Background: an optimization exercise with open tools, aiming at small area. Do not read the settings as production practice.
Only simulation tests tie the RTL to the original design; equivalence was not proved.
The clock port is modelled as an ideal driver; clocking choices that lean on that would not hold on a real chip.
No activity file was given, so power comes from the tool's default toggle rates.

==> flow/design.v <==
`timescale 1ns / 1ps
module Controller(
   input clk, rst, input [5:0] Switches,
   output reg [15:0] add_img,
   output reg [15:0] add_imgencoder,
   output reg [11:0] add_data,
   input flag_AV_edge_detected, flag_AV_starting_img_pixels
    );
wire valid = (Switches == 6'd1) | (Switches == 6'd2) | (Switches == 6'd4) |
             (Switches == 6'd8) | (Switches == 6'd16) | (Switches == 6'd32);
wire m1  = Switches[0];
wire m2  = Switches[1];
wire m4  = Switches[2];
wire m8  = Switches[3];
wire m16 = Switches[4];
wire m32 = Switches[5];
reg       started;
reg [4:0] c;
wire c_last = (m4  & c[4] & c[2] & c[1] & c[0]) |    
              (m8  & c[2] & c[0]) |                  
              (m16 & c[3] & c[1] & c[0]) |           
              (m32 & c[2]);                          
wire cmode  = m4 | m8 | m16 | m32;
wire run    = valid & flag_AV_starting_img_pixels & started;
wire hit    = run & flag_AV_edge_detected;
wire step   = hit & ((m1 & (&add_img[1:0])) | (m2 & (&add_img[2:0])) | c_last);
function [15:0] inc16(input [15:0] q, input en);
    integer i;
    reg t;
    begin
        t = en;
        for (i = 0; i < 16; i = i + 1) begin
            inc16[i] = q[i] ^ t;
            t = t & q[i];
        end
    end
endfunction
always @(posedge clk, posedge rst) begin
    if (rst) begin
        add_img <= 0;
        add_imgencoder <= 0;
        add_data <= 0;
    end else begin
        add_img <= inc16(add_img, valid);
        add_imgencoder <= inc16(add_imgencoder, run);
        add_data <= inc16({4'd0, add_data}, step);
    end
end
wire [15:0] c_inc = inc16({11'd0, c}, 1'b1);
always @(posedge clk) begin
    if (rst) begin
        started <= 0;
        c <= 0;
    end else begin
        if (valid & flag_AV_starting_img_pixels)
            started <= 1'b1;
        if (hit & cmode)
            c <= c_last ? 5'd0 : c_inc[4:0];
    end
end
endmodule
`timescale 1ns / 1ps
module encoder(
input clk, rst, input [5:0] Switches,
input [23:0]  message,
input [23:0] img,
output reg [23:0] stego_out,
input flagAV_edge_detected, flag_start_encoding,
output reg flag_starting_decoding
    );
wire valid = (Switches == 6'd1) | (Switches == 6'd2) | (Switches == 6'd4) |
             (Switches == 6'd8) | (Switches == 6'd16) | (Switches == 6'd32);
wire m1  = Switches[0];
wire m2  = Switches[1];
wire m4  = Switches[2];
wire m8  = Switches[3];
wire m16 = Switches[4];
wire m32 = Switches[5];
reg [4:0] p;
reg enable1, enable2;
wire p_last = (m1  & p[4]) |                          
              (m2  & p[4] & p[0]) |                   
              (m4  & p[4] & p[2] & p[1] & p[0]) |     
              (m8  & p[4] & p[2]) |                   
              (m16 & p[4] & p[2] & p[1]) |            
              (m32 & p[4]);                           
wire [2:0] w = {m1 | m8 | m32, m1 | m2 | m16, m2 | m4 | m32};
function [4:0] add5(input [4:0] a, input [2:0] b);
    integer i;
    reg cy;
    reg [4:0] bb;
    begin
        cy = 1'b0;
        bb = {2'b00, b};
        for (i = 0; i < 5; i = i + 1) begin
            add5[i] = a[i] ^ bb[i] ^ cy;
            cy = (a[i] & bb[i]) | (cy & (a[i] ^ bb[i]));
        end
    end
endfunction
wire M0 = (p[0] ? (p[1] ? (p[2] ? (p[3] ? message[15] : (p[4] ? message[23] : message[7])) : (p[3] ? message[11] : (p[4] ? message[19] : message[3]))) : (p[2] ? (p[3] ? message[13] : (p[4] ? message[21] : message[5])) : (p[3] ? message[9] : (p[4] ? message[17] : message[1])))) : (p[1] ? (p[2] ? (p[3] ? message[14] : (p[4] ? message[22] : message[6])) : (p[3] ? message[10] : (p[4] ? message[18] : message[2]))) : (p[2] ? (p[3] ? message[12] : (p[4] ? message[20] : message[4])) : (p[3] ? message[8] : (p[4] ? message[16] : message[0])))));   
wire M1 = (p[0] ? (p[1] ? (p[2] ? message[16] : message[4]) : (p[2] ? (p[4] ? message[22] : message[6]) : message[10])) : (p[1] ? (p[2] ? (p[3] ? message[15] : (p[4] ? message[23] : message[7])) : (p[3] ? message[11] : (p[4] ? message[19] : message[3]))) : (p[2] ? (p[3] ? message[13] : (p[4] ? message[21] : message[5])) : (p[3] ? message[9] : (p[4] ? message[17] : message[1])))));   
wire M2 = (p[0] ? (p[1] ? (p[2] ? message[17] : message[5]) : (p[2] ? (p[4] ? message[23] : message[7]) : message[11])) : (p[1] ? (p[2] ? message[8] : (p[3] ? message[12] : message[20])) : (p[2] ? (p[3] ? message[14] : (p[4] ? message[22] : message[6])) : (p[3] ? message[10] : (p[4] ? message[18] : message[2])))));   
wire M3 = (p[0] ? (p[1] ? message[18] : message[8]) : (p[1] ? (p[2] ? message[9] : (p[3] ? message[13] : message[21])) : (p[2] ? (p[3] ? message[15] : (p[4] ? message[23] : message[7])) : (p[3] ? message[11] : (p[4] ? message[19] : message[3])))));   
wire M4 = (p[0] ? (p[1] ? message[19] : message[9]) : (p[1] ? (p[2] ? message[10] : (p[3] ? message[14] : message[22])) : (p[2] ? message[16] : message[4])));   
wire M5 = (p[1] ? (p[2] ? message[11] : message[23]) : (p[2] ? message[17] : message[5]));   
wire l32 = m32 & p[4];    
reg [23:0] emb;
always @* begin
    emb = img;
    emb[0]  = m4 ? img[0] : M0;
    emb[1]  = (m1 | m32 & ~l32) ? M1 : img[1];
    emb[8]  = m1 ? M2 : (m2 | m8 | l32) ? M1 : m32 ? M2 : img[8];
    emb[9]  = m1 ? M3 : img[9];
    emb[16] = m1 ? M4 : m4 ? M0 : m16 ? M1 : (m2 | m8 | l32) ? M2 : M3;
    emb[17] = m1 ? M5 : (m8 | l32) ? M3 : m32 ? M4 : img[17];
end
always @(posedge clk, posedge rst) begin
    if (rst) begin
        stego_out <= 0;
        flag_starting_decoding <= 0;
    end else if (flag_start_encoding) begin
        if (enable2) begin
            flag_starting_decoding <= 1'b1;
            if (valid)
                stego_out <= emb;
        end else begin
            stego_out <= img;
            flag_starting_decoding <= 1'b0;
        end
    end
end
always @(posedge clk) begin
    if (rst) begin
        p <= 0;
        enable1 <= 0;
        enable2 <= 0;
    end else if (flag_start_encoding) begin
        enable1 <= flagAV_edge_detected;
        enable2 <= enable1;
        if (enable2 & valid)
            p <= p_last ? 5'd0 : add5(p, w);
    end
end
endmodule
`timescale 1ns / 1ps
module Decoderr(
    input clk, rst, input [5:0] Switches,
    input flag_enable_Decoder,
    input [23:0] stego_in,
    output reg [23:0] msg_out
    );
wire valid = (Switches == 6'd1) | (Switches == 6'd2) | (Switches == 6'd4) |
             (Switches == 6'd8) | (Switches == 6'd16) | (Switches == 6'd32);
wire m1  = Switches[0];
wire m2  = Switches[1];
wire m4  = Switches[2];
wire m8  = Switches[3];
wire m16 = Switches[4];
wire m32 = Switches[5];
reg [23:0] out;
reg [4:0] k;
wire k_last = (m1  & k[1] & k[0]) |                  
              (m2  & k[2] & k[1] & k[0]) |           
              (m4  & k[4] & k[2] & k[1] & k[0]) |    
              (m8  & k[2] & k[0]) |                  
              (m16 & k[3] & k[1] & k[0]) |           
              (m32 & k[2]);                          
wire l32 = m32 & k[2];    
function [4:0] inc5(input [4:0] q);
    integer i;
    reg t;
    begin
        t = 1'b1;
        for (i = 0; i < 5; i = i + 1) begin
            inc5[i] = q[i] ^ t;
            t = t & q[i];
        end
    end
endfunction
wire en  = flag_enable_Decoder & valid & ~rst;
wire sh1 = en & m4;
wire sh2 = en & m16;
wire sh3 = en & m2;
wire sh4 = en & (m8 | l32);
wire sh5 = en & m32 & ~l32;
wire sh6 = en & m1;
wire h   = ~(flag_enable_Decoder & valid) & ~rst;
wire [29:0] ext = {stego_in[17], stego_in[16], stego_in[9], stego_in[8], stego_in[1], stego_in[0], out};
wire [23:0] nxt;
genvar i;
generate for (i = 0; i < 24; i = i + 1) begin : g
    wire x1 = (i + 1 < 24) ? out[(i+1) % 24] : stego_in[16];
    wire x2 = (i + 2 < 24) ? out[(i+2) % 24] : (i == 22 ? stego_in[0] : stego_in[16]);
    wire x3 = (i + 3 < 24) ? out[(i+3) % 24] : (i == 21 ? stego_in[0] : i == 22 ? stego_in[8] : stego_in[16]);
    wire x4 = (i + 4 < 24) ? out[(i+4) % 24] : (i == 20 ? stego_in[0] : i == 21 ? stego_in[8] : i == 22 ? stego_in[16] : stego_in[17]);
    wire x5 = (i + 5 < 24) ? out[(i+5) % 24] : (i == 19 ? stego_in[0] : i == 20 ? stego_in[1] : i == 21 ? stego_in[8] : i == 22 ? stego_in[16] : stego_in[17]);
    wire x6 = ext[i + 6];
    assign nxt[i] = (h & out[i]) | (sh1 & x1) | (sh2 & x2) | (sh3 & x3) | (sh4 & x4) | (sh5 & x5) | (sh6 & x6);
end endgenerate
always @(posedge clk, posedge rst) begin
    if (rst)
        msg_out <= 0;
    else if (en & (k == 5'd0))
        msg_out <= out;
end
always @(posedge clk)
    out <= nxt;    
always @(posedge clk) begin
    if (rst)
        k <= 0;
    else if (en)
        k <= k_last ? 5'd0 : inc5(k);
end
endmodule
`timescale 1ns / 1ps
module stego_top(
    input         clk,
    input         rst,
    input  [5:0]  sw,
    input         edge_detected,
    input         start_pixels,
    input  [23:0] message,
    input  [23:0] img,
    output [15:0] add_img,
    output [15:0] add_imgencoder,
    output [11:0] add_data,
    output [23:0] stego_out,
    output        stego_valid,
    output [23:0] msg_out
    );
Controller u_ctrl(
    .clk(clk), .rst(rst), .Switches(sw),
    .add_img(add_img), .add_imgencoder(add_imgencoder), .add_data(add_data),
    .flag_AV_edge_detected(edge_detected),
    .flag_AV_starting_img_pixels(start_pixels)
    );
encoder u_enc(
    .clk(clk), .rst(rst), .Switches(sw),
    .message(message), .img(img),
    .stego_out(stego_out),
    .flagAV_edge_detected(edge_detected),
    .flag_start_encoding(start_pixels),
    .flag_starting_decoding(stego_valid)
    );
Decoderr u_dec(
    .clk(clk), .rst(rst), .Switches(sw),
    .flag_enable_Decoder(stego_valid),
    .stego_in(stego_out),
    .msg_out(msg_out)
    );
endmodule
==> flow/flow/run.sh <==
#!/bin/bash
# Layout made with ORFS as in standard.sh, with these changes in how it is
# made:
#  - synthesis: the standard script (synth_recipe.tcl, so the same registers
#    and names), except that ABC maps the logic with flow/abc_area_own.script
#    (area-oriented mapping with the delay target relaxed) instead of
#    ORFS's area script;
#  - ports are buffered with the smallest buffer (buf_1) instead of the
#    default pick;
#  - clock tree: clkbuf_8 buffers, no dummy loads;
set -euo pipefail
W=$PWD
{ echo "source $W/flow/synth_abc.tcl"; cat synth_recipe.tcl; } > own_synth.tcl
sed -E "s#SYNTH_SCRIPT=[^ ]+#SYNTH_SCRIPT=$W/own_synth.tcl#" standard.sh > standard_own.sh
grep -q "SYNTH_SCRIPT=$W/own_synth.tcl" standard_own.sh
export OWN_ABC_SCRIPT="$W/flow/abc_area_own.script"
export BUFFER_PORTS_ARGS="-buffer_cell sky130_fd_sc_hd__buf_1"
export CTS_ARGS="-sink_clustering_enable -repair_clock_nets -buf_list sky130_fd_sc_hd__clkbuf_8 -dont_use_dummy_load"
export POST_CTS_TCL="$W/flow/area_recover.tcl"
bash standard_own.sh > standard.log 2>&1
==> flow/flow/abc_area_own.script <==
strash
dc2
&get -n
&st
&dch -f
&nf -R 1000 -p -F 8 -A 4
&put
strash
dch -f
&get -n
&st
&dch -f
&nf -R 1000 -p -F 8 -A 4
&put
topo
dnsize -c
==> flow/flow/area_recover.tcl <==
set ::ar_margin [expr {[info exists ::env(AR_MARGIN)] ? $::env(AR_MARGIN) : 0.2}]
set ::ar_setup  [expr {[info exists ::env(AR_SETUP)] ? $::env(AR_SETUP) : 0.3}]
set ::ar_hold   [expr {[info exists ::env(AR_HOLD)] ? $::env(AR_HOLD) : 0.05}]
set ::ar_clk_slew [expr {[info exists ::env(AR_CLK_SLEW)] ? $::env(AR_CLK_SLEW) : 0.10}]
estimate_parasitics -placement
sta::make_equiv_cells [lindex [get_libs *] 0]

proc ar_ok {} {
  global ar_margin ar_setup ar_hold ;# set at global scope above
  if {[sta::max_slew_check_slack_limit] < $ar_margin} { return 0 }
  if {[sta::max_capacitance_check_slack_limit] < $ar_margin} { return 0 }
  if {[sta::worst_slack_cmd max] < $ar_setup * 1e-9} { return 0 }
  if {[sta::worst_slack_cmd min] < $ar_hold * 1e-9} { return 0 }
  return 1
}

proc ar_clk_slew {} {
  set mx 0
  foreach p [get_pins -quiet */CLK] {
    set s [get_property $p slew_max]
    if {$s > $mx} { set mx $s }
  }
  return $mx
}

if {![ar_ok]} {
  puts "area_recover: the design does not meet the margins before recovery; skipped"
} else {
  set cands {}
  foreach inst [get_cells *] {
    set lc [get_lib_cells -quiet -of_objects $inst]
    if {$lc == "" || [catch {set name [get_name $lc]}]} continue
    if {[regexp {__(df|tap|fill|decap|clkbuf|clkinv|conb)} $name]} continue
    set iname [get_full_name $inst]
    if {[regexp {^(input|output)[0-9]+$} $iname]} continue
    set skip 0
    foreach p [get_pins -of_objects $inst -filter "direction==output"] {
      set n [get_nets -quiet -of_objects $p]
      if {$n != "" && [[sta::sta_to_db_net $n] getSigType] == "CLOCK"} { set skip 1 }
    }
    if {$skip} continue
    if {[catch {set a0 [get_property $lc area]}]} continue
    lappend cands [list $inst $a0]
  }
  set saved 0.0
  set changed 0
  foreach c [lsort -real -decreasing -index 1 $cands] {
    lassign $c inst a0
    set lc0 [get_lib_cells -of_objects $inst]
    set smaller {}
    set eqs [sta::find_equiv_cells $lc0]
    if {$eqs == "" || $eqs == "NULL"} continue
    foreach e $eqs {
      if {$e == "NULL"} continue
      set en [get_name $e]
      if {[regexp {lpflow|probe} $en]} continue
      if {[catch {set a [get_property $e area]}]} continue
      if {$a < $a0} { lappend smaller [list $e $a] }
    }
    foreach s [lsort -real -index 1 $smaller] {
      lassign $s e a
      replace_cell $inst $e
      if {[ar_ok]} {
        set saved [expr {$saved + $a0 - $a}]
        incr changed
        break
      }
      replace_cell $inst $lc0
    }
  }
  puts "area_recover: resized $changed cells, [format %.1f $saved] um2 less"

  # clock buffers: smallest clkbuf that keeps the clock pins' slews low
  set csaved 0.0
  set cchanged 0
  set clkbufs {}
  foreach b {1 2 4 8 16} { lappend clkbufs [get_lib_cells sky130_fd_sc_hd__clkbuf_$b] }
  foreach inst [get_cells *] {
    set lc0 [get_lib_cells -quiet -of_objects $inst]
    if {$lc0 == "" || [catch {set n0 [get_name $lc0]}]} continue
    if {![regexp {__clkbuf_[0-9]+$} $n0]} continue
    set a0 [get_property $lc0 area]
    foreach c $clkbufs {
      set a [get_property $c area]
      if {$a >= $a0} break
      replace_cell $inst $c
      if {[ar_clk_slew] <= $::ar_clk_slew && [ar_ok]} {
        set csaved [expr {$csaved + $a0 - $a}]
        incr cchanged
        break
      }
      replace_cell $inst $lc0
    }
  }
  puts "area_recover: resized $cchanged clock buffers, [format %.1f $csaved] um2 less, clock pin slew [format %.1f [expr {[ar_clk_slew] * 1e3}]] ps"
}
==> flow/flow/synth_abc.tcl <==
# Sourced by own_synth.tcl: ABC maps the logic with flow/abc_area_own.script
# (area-oriented mapping with the delay target relaxed, no buffering or
# upsizing for speed) instead of the
# script ORFS picks. Everything else in the synthesis is the standard one.
proc abc {args} {
  set i [lsearch -exact $args -script]
  if {$i >= 0} {
    lset args [expr {$i + 1}] $::env(OWN_ABC_SCRIPT)
  }
  yosys abc {*}$args
}
==> flow/standard.sh <==
#!/bin/bash
# synth_recipe.tcl (not shown) runs the flow's synth.tcl, then flattens the netlist and writes it again
# the make line also repeats each setting of config.mk as NAME=value (left out here)
make -C /OpenROAD-flow-scripts/flow DESIGN_CONFIG=/design/flow/config.mk WORK_HOME=/design/flow/orfs CLKGATE_MAP_FILE= SYNTH_SCRIPT=/design/flow/synth_recipe.tcl "${@:-finish}"
==> flow/config.mk <==
export PLATFORM = sky130hd
export DESIGN_NAME = stego_top
export DESIGN_NICKNAME = stego_top
export VERILOG_FILES = /design/flow/design.v
export SDC_FILE = /design/flow/constraint.sdc
export NUM_CORES = 4
export LEC_CHECK = 0
export ABC_AREA = 1
export CAP_MARGIN = 20
export CORE_MARGIN = 2
export CORE_UTILIZATION = 45
export PLACE_DENSITY = 0.6
export SLEW_MARGIN = 20
==> flow/constraint.sdc <==
create_clock -name core_clock -period 6.0 [get_ports {clk}]
set_input_delay 1.2000 -clock core_clock [delete_from_list [all_inputs] [get_ports {clk}]]
set_output_delay 1.2000 -clock core_clock [all_outputs]
set_load 0.01 [all_outputs]
==> summary.txt, run 1 <==
Worst setup path
  • Critical-path cell list: buf_1 -> nor4_1 -> a21oi_1 -> nand3_1 -> a21oi_1 -> clkbuf_1 -> ha_1 -> ha_1 -> ha_1 -> ha_1 -> ha_1 -> ha_1 -> ha_1 -> ha_1 -> ha_1 -> ha_1 -> ha_1 -> ha_1 -> ha_1 -> ha_1 -> ha_1 -> xor2_1
  • Crit. End Element: flip-flop
  • Worst setup SP type: input pin
  • Register-to-Register Setup Slack: 2490 ps
  • CP max FO: 11
  • Delay-heaviest family, CP: adder cells
  • Critical path class: in -> reg
  • Reg2reg end: u_ctrl.add_imgencoder[15]$_DFF_PP0_
  • Worst Path Required: roughly 6600 ps
  • Critical path buffers and inverters: 2
  • Most used cell, CP: ha_1
  • Critical path's slowest cell: nor4_1
  • Reg-to-reg startpoint: u_ctrl.started$_SDFFE_PP0N_
  • Slowest stage delay, CP: a little over 600 ps
  • Worst Reg2Reg Path Length in Cells: 17
  • Worst EP arrival: 5430 ps

Yosys
  • Mapped Area: roughly 6300 um^2
  • Syn_area_per_cell: 11.4 um^2
  • Net Count, Synth: 657
  • Register area share after synthesis: 50.6%
  • Netlist cell types: 37
  • Ys Warns: 3
  • Seq cells post-synth: 135
  • Mapped Cells: 547

Place
  • Buffers on Ports: 150
  • Placer Congestion: 0.878
  • Dpl hpwl: 11000 um

GRT
  • Initial antenna violation count: 0
  • Largest net degree at the start of global routing: 63
  • Total congestion overflow: 0
  • Global Route Usage Sum: roughly a fifth
  • Vias in the first global route: a little under 5000
  • First-pass GRT wire length: roughly 24000 um

Cells and area
  • Share of layout cells above drive strength 1: under 10%
  • Ant. Diodes: 0
  • Register Area: around 3200 um^2
  • Fill cells: 1312
  • Area delta synth->final: 15.7%
  • Commonest non-fill, non-tap cell in the layout: buf_1
  • Multi-input gate area: 3010 um^2
  • Layout Nets: between 800 and 900
  • Most frequent cells in the layout: buf_1 (150), dfrtp_1 (93), ha_1 (50)

Floorplanning
  • Initial Util: 45.6%
  • Die Width: 122 um
  • Die height: 122 um
  • Number of placed I/O pins: 151
  • Core area: ~14000 um^2
  • # rows: 43
  • Die ar.: 14900 um^2

Min path
  • Worst Hold End: u_ctrl.add_data[11]$_DFF_PP0_
  • Hold Path Stages: 1
  • Hold wc startpoint: u_ctrl.add_data[11]$_DFF_PP0_
  • Worst Hold Class: reg -> reg

Power and ir drop
  • Max rail drop VDD: 0.000140 V
  • Final Power: 0.00172 W
  • Pwr dens: 237 nW/um^2
  • P_leak: 3.31 nW

Timing
  • Worst Skew: 53.3 ps
  • Final min period: 4820 ps
  • Final setup viols: 0
  • RSZ-0062 raised after global routing: false
  • Max Fclk: about 0.21 GHz
  • Final Hold Viols: 0
  • Final slew viol count: 0
  • Setup_tns: 0 ps
  • WHS: 473 ps
  • Worst relative slew slack: around 28%
  • Slew at the pin closest to its max-slew limit: 1080 ps
  • Final worst path period share: between 80 and 90%

Route
  • Initial DRC count: between 900 and 1000
  • Detailed Routing Iterations Pass 1: 10
  • Routed length per instance: 16.9 um
  • Antenna-violating nets left: 0
  • Routed vias: between 5000 and 6000
  • Drt drc: 0
  • Total wire length: 15200 um
  • Vias per cell: just under 6

Clock tree
  • Reg clk slew, reported paths: about 70 ps
  • CTS tree: done
  • Clk Latency, worst-skew pair: between 700 and 800 ps
  • Sink Count: between 100 and 150

Run status
  • Outcome: no timing/DRC/antenna violations

Run
  • Max Cap Viol: 0
-- worst register-to-register path: cells and delay by family, from the launching register on --
family | cells | cell delay [ps]
DFF | 1 | 320
and+or+nand+nor | 1 | 200
xor gates and xnor gates | 1 | 150
adders and majority gates | 15 | 2700
-- power breakdown --
group	switching [W]	total (W)	leakage, nW	internal, W
sequential	0.0000616	0.00103	1.57	0.000971
clock	0.000280	0.000451	0.0954	0.000171
combinational	0.000146	0.000234	1.65	0.0000873
total	0.000488	0.00172	3.31	0.00123
-- worst max path at each step --
stage | end | slack [ps] | start | depth (start not counted)
6_report | u_ctrl.add_img[15]$_DFF_PP0_ | 1180 | sw[2] | 22
3_3_place_gp | u_ctrl.add_imgencoder[15]$_DFF_PP0_ | 710 | sw[2] | 22
3_5_place_dp | u_ctrl.add_imgencoder[15]$_DFF_PP0_ | 490 | sw[2] | 22
2_1_floorplan | u_dec.msg_out[0]$_DFFE_PP0P_ | 860 | sw[5] | 6
5_1_grt | u_ctrl.add_img[15]$_DFF_PP0_ | 1020 | sw[2] | 22
-- Yosys cell counts --
cell type | n | area (um^2)
mux2_1 | 46 | 518
a21oi_1 | 39 | 195
nand2_1 | 41 | 154
a221o_1 | 3 | 30.0
xor2_1 | 3 | 26.3
o311ai_0 | 2 | 17.5
a22oi_1 | 15 | 113
o21a_1 | 3 | 22.5
o221ai_1 | 1 | 8.76
o211ai_1 | 3 | 22.5
nor2_1 | 37 | 139
fa_1 | 2 | 40.0
nand2b_1 | 1 | 6.26
or3_1 | 3 | 18.8
buf_4 | 6 | 45.0
mux2i_1 | 15 | 150
dfrtp_1 | 93 | 2330
nand3_1 | 24 | 120
o31a_1 | 1 | 8.76
a22o_1 | 6 | 52.6
and2_0 | 5 | 31.3
o21ai_0 | 21 | 105
a31oi_1 | 6 | 37.5
o211a_1 | 2 | 20.0
xnor2_1 | 1 | 8.76
nor2b_1 | 2 | 12.5
clkinv_1 | 11 | 41.3
nor4_1 | 2 | 12.5
a222oi_1 | 37 | 370
a211oi_1 | 2 | 15.0
nor3_1 | 13 | 65.1
a21o_1 | 2 | 15.0
ha_1 | 50 | 626
o22ai_1 | 2 | 12.5
and3_1 | 4 | 25.0
dfxtp_1 | 42 | 841
nand4_1 | 1 | 6.26
-- final cells by class --
cell class                 instances  share of cell area (%)
timing repair buffer             163                    8.75
inverter                          11                   0.570
multi-input combinational        395                    41.5
clock buffer                      17                    2.30
sequential                       135                    43.8
tap                              180                    3.11
-- flip-flops by register name, summed over array words and instances (netlist names) --
signal and cells:
u_ctrl.started 1, u_enc.enable2 1, u_enc.p 5, u_ctrl.add_img 16, u_enc.stego_out 24, u_dec.out 24
u_ctrl.add_imgencoder 16, u_enc.enable1 1, u_enc.flag_starting_decoding 1, u_dec.k 5, u_dec.msg_out 24, u_ctrl.c 5
u_ctrl.add_data 12
-- through the flow --
step | area, um^2 | instances | setup WS, ps | utilization, %
finish | 7240 | 901 | 1180 | 52.8
global route | 7240 | 901 | 1020 | 52.8
floorplan | 6260 | 547 | 855 | -
detailed placement | 7110 | 883 | 493 | 51.8
global placement | 7110 | 883 | 707 | 51.8
-- layer usage --
metal  vias up  GRT usage, %  routed length [um]
met5         -             0                   0
met4         0          7.83                 231
met3        16          5.15                1030
met2       214          33.8                7600
met1      2504          27.0                6350
li1       2470             -                   -
-- kinds of logic after synthesis --
| logic type | Yosys count | synth area share, % |
|---|---|---|
| flip-flops | 135 | 50.6 |
| AND/OR/NAND/NOR | 133 | 9.43 |
| XOR/XNOR | 4 | 0.560 |
| buffers and inverters | 17 | 1.38 |
| multiplexers | 61 | 10.7 |
| adder cells (fa/ha/maj) | 52 | 10.6 |
| AO/OA/AOI/OAI | 145 | 16.7 |
==> inputs of run 2 (changes only) <==
--- a/flow/flow/run.sh
+++ b/flow/flow/run.sh
@@ -3,7 +3,8 @@
 # made:
 #  - synthesis: the standard script (synth_recipe.tcl, so the same registers
 #    and names), except that ABC maps the logic with flow/abc_area_own.script
-#    (area-oriented mapping with the delay target relaxed) instead of
+#    (AIG optimisation by &deepsyn for up to 60 s, then area-oriented
+#    mapping with the delay target relaxed) instead of
 #    ORFS's area script;
 #  - ports are buffered with the smallest buffer (buf_1) instead of the
 #    default pick;
--- a/flow/flow/abc_area_own.script
+++ b/flow/flow/abc_area_own.script
@@ -1,4 +1,7 @@
 strash
+&get -n
+&deepsyn -T 60
+&put
 dc2
 &get -n
 &st
==> summary.txt, run 2 <==
Run status
  • Outcome: no timing/DRC/antenna violations (unchanged)

Route
  • Vias per cell: 5.90 (was 5.78)
  • Drt drc: 0 (unchanged)
  • Total wire length: 15500 um (was 15200 um)
  • Routed length per instance: 17.6 um (was 16.9 um)
  • Detailed Routing Iterations Pass 1: 10 (unchanged)
  • Routed vias: 5183 (was 5204)
  • Initial DRC count: 726 (was 954)
  • Antenna-violating nets left: 0 (unchanged)

Floorplanning
  • Die height: 121 um (was 122 um)
  • Die Width: 121 um (was 122 um)
  • Core area: 13300 um^2 (was 13700 um^2)
  • Die ar.: 14800 um^2 (was 14900 um^2)
  • Initial Util: 46.5% (was 45.6%)
  • # rows: 42 (was 43)
  • Number of placed I/O pins: 151 (unchanged)

Yosys
  • Largest family of logic cells by synthesized area: compound AO/OA/AOI/OAI gates (unchanged)
  • Net Count, Synth: 641 (was 657)
  • Register area share after synthesis: 51.0% (was 50.6%)
  • Top-count cell post-synth: dfrtp_1 (unchanged)
  • Synth top area share: 37.5% (was 37.2%)
  • Mux contribution to synthesized area: 8.42% (was 10.7%)
  • Post-synth ARST share: 68.9% (unchanged)
  • Synth area leaders: dfrtp_1 (37%), dfxtp_1 (14%), ha_1 (10%) (was dfrtp_1 (37%), dfxtp_1 (13%), ha_1 (10%))
  • Seq cells post-synth: 135 (unchanged)
  • Most frequent cells after synthesis: dfrtp_1 (93), ha_1 (50), a22oi_1 (43) (was dfrtp_1 (93), ha_1 (50), mux2_1 (46))
  • Post-Synth Simple-Gate Area: 8.78% (was 9.43%)
  • Mapped Area: 6210 um^2 (was 6260 um^2)
  • Ys Warns: 3 (unchanged)
  • Adder-cell share of the synthesized area: 10.7% (was 10.6%)
  • Largest area contributor in the netlist: dfrtp_1 (unchanged)
  • Syn_area_per_cell: 11.7 um^2 (was 11.4 um^2)
  • Top FF cell, synth: dfrtp_1 (unchanged)
  • Post-synth EDFFs: 0 (unchanged)
  • Compound-gate portion of the synthesized area: 18.7% (was 16.7%)
  • Netlist cell types: 46 (was 37)
  • Post-Synth XOR/XNOR Area: 0.846% (was 0.560%)
  • Mapped Cells: 531 (was 547)

Cells and area
  • Area delta synth->final: 15.6% (was 15.7%)
  • Largest registers: u_dec.msg_out: 24 flops, u_dec.out: 24 flops, u_enc.stego_out: 24 flops (unchanged)
  • Most frequent cells in the layout: buf_1 (150), dfrtp_1 (93), ha_1 (50) (unchanged)
  • Finished Layout Cells: 878 (was 901)
  • Share of layout cells above drive strength 1: 3.13% (was 2.91%)
  • Layout Nets: 814 (was 833)
  • Ant. Diodes: 0 (unchanged)
  • Layout Utilization: 53.8% (was 52.8%)
  • Commonest non-fill, non-tap cell in the layout: buf_1 (unchanged)

Power and ir drop
  • Register share of total power: 61.3% (was 60.1%)
  • Switching Power: 0.000416 W (was 0.000488 W)
  • Max rail drop VDD: 0.000140 V (about the same)
  • P_int: 0.00118 W (was 0.00123 W)
  • Clock power frac: 28.4% (was 26.3%)
  • Combinational power share: 10.3% (was 13.6%)
  • P_leak: 3.30 nW (was 3.31 nW)
  • Pwr dens: 222 nW/um^2 (was 237 nW/um^2)
  • Net Sw Frac: 26.1% (was 28.4%)

Timing
  • RSZ-0062 raised after global routing: false (unchanged)
  • Slew at the pin closest to its max-slew limit: 1140 ps (was 1080 ps)
  • Final setup viols: 0 (unchanged)
  • WHS: 461 ps (was 473 ps)
  • Max Fclk: 0.210 GHz (was 0.208 GHz)
  • Final slew viol count: 0 (unchanged)
  • Final worst path period share: 79.4% (was 80.3%)
  • Final min period: 4760 ps (was 4820 ps)
  • Setup_tns: 0 ps (unchanged)
  • Worst Skew: 34.8 ps (was 53.3 ps)
  • Final Hold Viols: 0 (unchanged)
  • Worst relative slew slack: 23.9% (was 27.7%)

Clock tree
  • Clk Latency, worst-skew pair: 720 ps (was 760 ps)
  • CTS tree: done (unchanged)
  • Reg clk slew, reported paths: 70 ps (about the same)
  • Sink Count: 135 (unchanged)

Worst setup path
  • CP max FO: 15 (was 11)
  • Worst setup SP type: input pin (unchanged)
  • Critical path class: in -> reg (unchanged)
  • Worst EP arrival: 5340 ps (was 5430 ps)
  • Crit. End Element: flip-flop (unchanged)
  • Worst Path Required: 6580 ps (was 6610 ps)

GRT
  • Largest net degree at the start of global routing: 88 (was 63)
  • Vias in the first global route: 5005 (was 4893)
  • Global Route Usage Sum: 21.4% (was 20.8%)
  • First-pass GRT wire length: 24900 um (was 24100 um)
  • Total congestion overflow: 0 (unchanged)
  • Initial antenna violation count: 0 (unchanged)

Min path
  • Worst Hold Class: reg -> reg (unchanged)

Place
  • Buffers on Ports: 150 (unchanged)
  • Placed Instances: 861 (was 883)
  • Dpl hpwl: 11200 um (was 11000 um)
  • Placer Congestion: 0.847 (was 0.878)

Run
  • Max Cap Viol: 0 (unchanged)
## run 2: power by group through the flow
stage	registers (W)	logic, W	clock network (W)
floorplan	0.00100	0.0000799	0
global placement	0.000995	0.000166	0
detailed placement	0.000996	0.000170	0
global route	0.000982	0.000184	0.000507
finish	0.000976	0.000164	0.000452
## run 2: worst paths after layout
check,end,start,slack (ps),cells after the start
max,u_ctrl.add_imgencoder[15]$_DFF_PP0_,sw[0],1240,23
min,u_ctrl.add_imgencoder[15]$_DFF_PP0_,u_ctrl.add_imgencoder[15]$_DFF_PP0_,460,1
min in group asynchronous,u_dec.msg_out[1]$_DFFE_PP0P_,rst,740,2
max reg2reg,u_ctrl.add_imgencoder[15]$_DFF_PP0_,u_ctrl.started$_SDFFE_PP0N_,2560,17
min reg2reg,u_ctrl.add_imgencoder[15]$_DFF_PP0_,u_ctrl.add_imgencoder[15]$_DFF_PP0_,460,1
max in group asynchronous,u_enc.stego_out[21]$_DFFE_PP0P_,rst,4230,3
## run 2: metal layers
layer / GRT usage [%] / vias up / part of all wire (%)
met2: 34.1 / 222 / 48
met4: 8.62 / 0 / 2.2
li1: - / 2421 / -
met5: 0 / - / 0
met1: 28.6 / 2512 / 43
met3: 4.46 / 28 / 6.3
## run 2: critical path, stage by stage
cell	delay, ps
buf_1	120
clkbuf_1	490
nand2_1	120
nand4_1	110
o21ai_0	100
clkbuf_1	150
and3_1	210
ha_1	180
ha_1	180
ha_1	180
ha_1	180
ha_1	180
ha_1	180
ha_1	180
ha_1	180
ha_1	180
ha_1	180
ha_1	180
ha_1	180
ha_1	180
ha_1	180
ha_1	190
xor2_1	160
## run 2: kinds of logic after synthesis
logic type                 count (synthesis)
and+or+nand+nor                          118
AOI/OAI and AO/OA                        153
buffers and inverters                     20
DFF                                      135
adders and majority gates                 52
muxes                                     47
xor gates and xnor gates                   6
## run 2: through the flow
| stage | area [um^2] | setup slack [ps] | power (W) |
|---|---|---|---|
| final | 7180 | 1240 | 0.00159 |
| after global placement | 7050 | 790 | 0.00116 |
| after floorplan | 6210 | 1210 | 0.00108 |
| after global routing | 7180 | 1100 | 0.00167 |
| after detailed placement | 7050 | 682 | 0.00117 |
## run 2: final cells by class
class / instances / area, um^2
Sequential cell: 135 / 3170
Multi-Input combinational cell: 376 / 2960
Clock buffer: 17 / 169
Timing Repair Buffer: 160 / 611
Inverter: 14 / 53.8
Tap cell: 176 / 220
Fill cell: 1262 / 6170

-- separate check: timing with driven ports --
Ports are ideal in the flow. The routed layouts listed here were re-timed in OpenROAD.
Step 1 (the two cells are an assumption about what drives the block):
set clk [get_ports {clk}]
set_driving_cell -lib_cell sky130_fd_sc_hd__clkbuf_16 $clk
set_driving_cell -lib_cell sky130_fd_sc_hd__buf_2 [delete_from_list [all_inputs] $clk]
Step 2 adds t to the input delays and takes it off the output delays; t is the mean of the earliest and latest rising clock arrival at the registers after step 1. Input paths then give back, and output paths get back, about the clock's delay inside the block.
Slacks: ideal / step 1 / step 2; pairs: ideal / step 1.
run	shift t [ns]	setup WS [ns]	clock arrival spread, ns	slew at the worst register clock pin (ns)
run 1	0.765	1.183 / 1.189 / 0.424	0.054 / 0.054	0.11 / 0.11
run 2	0.733	1.236 / 1.243 / 0.510	0.036 / 0.036	0.10 / 0.10
After both steps setup and hold are still met in every run listed. For run 1, which loses most, drivers alone change the setup slack by +0.006 ns; drivers and shift together by -0.759 ns.
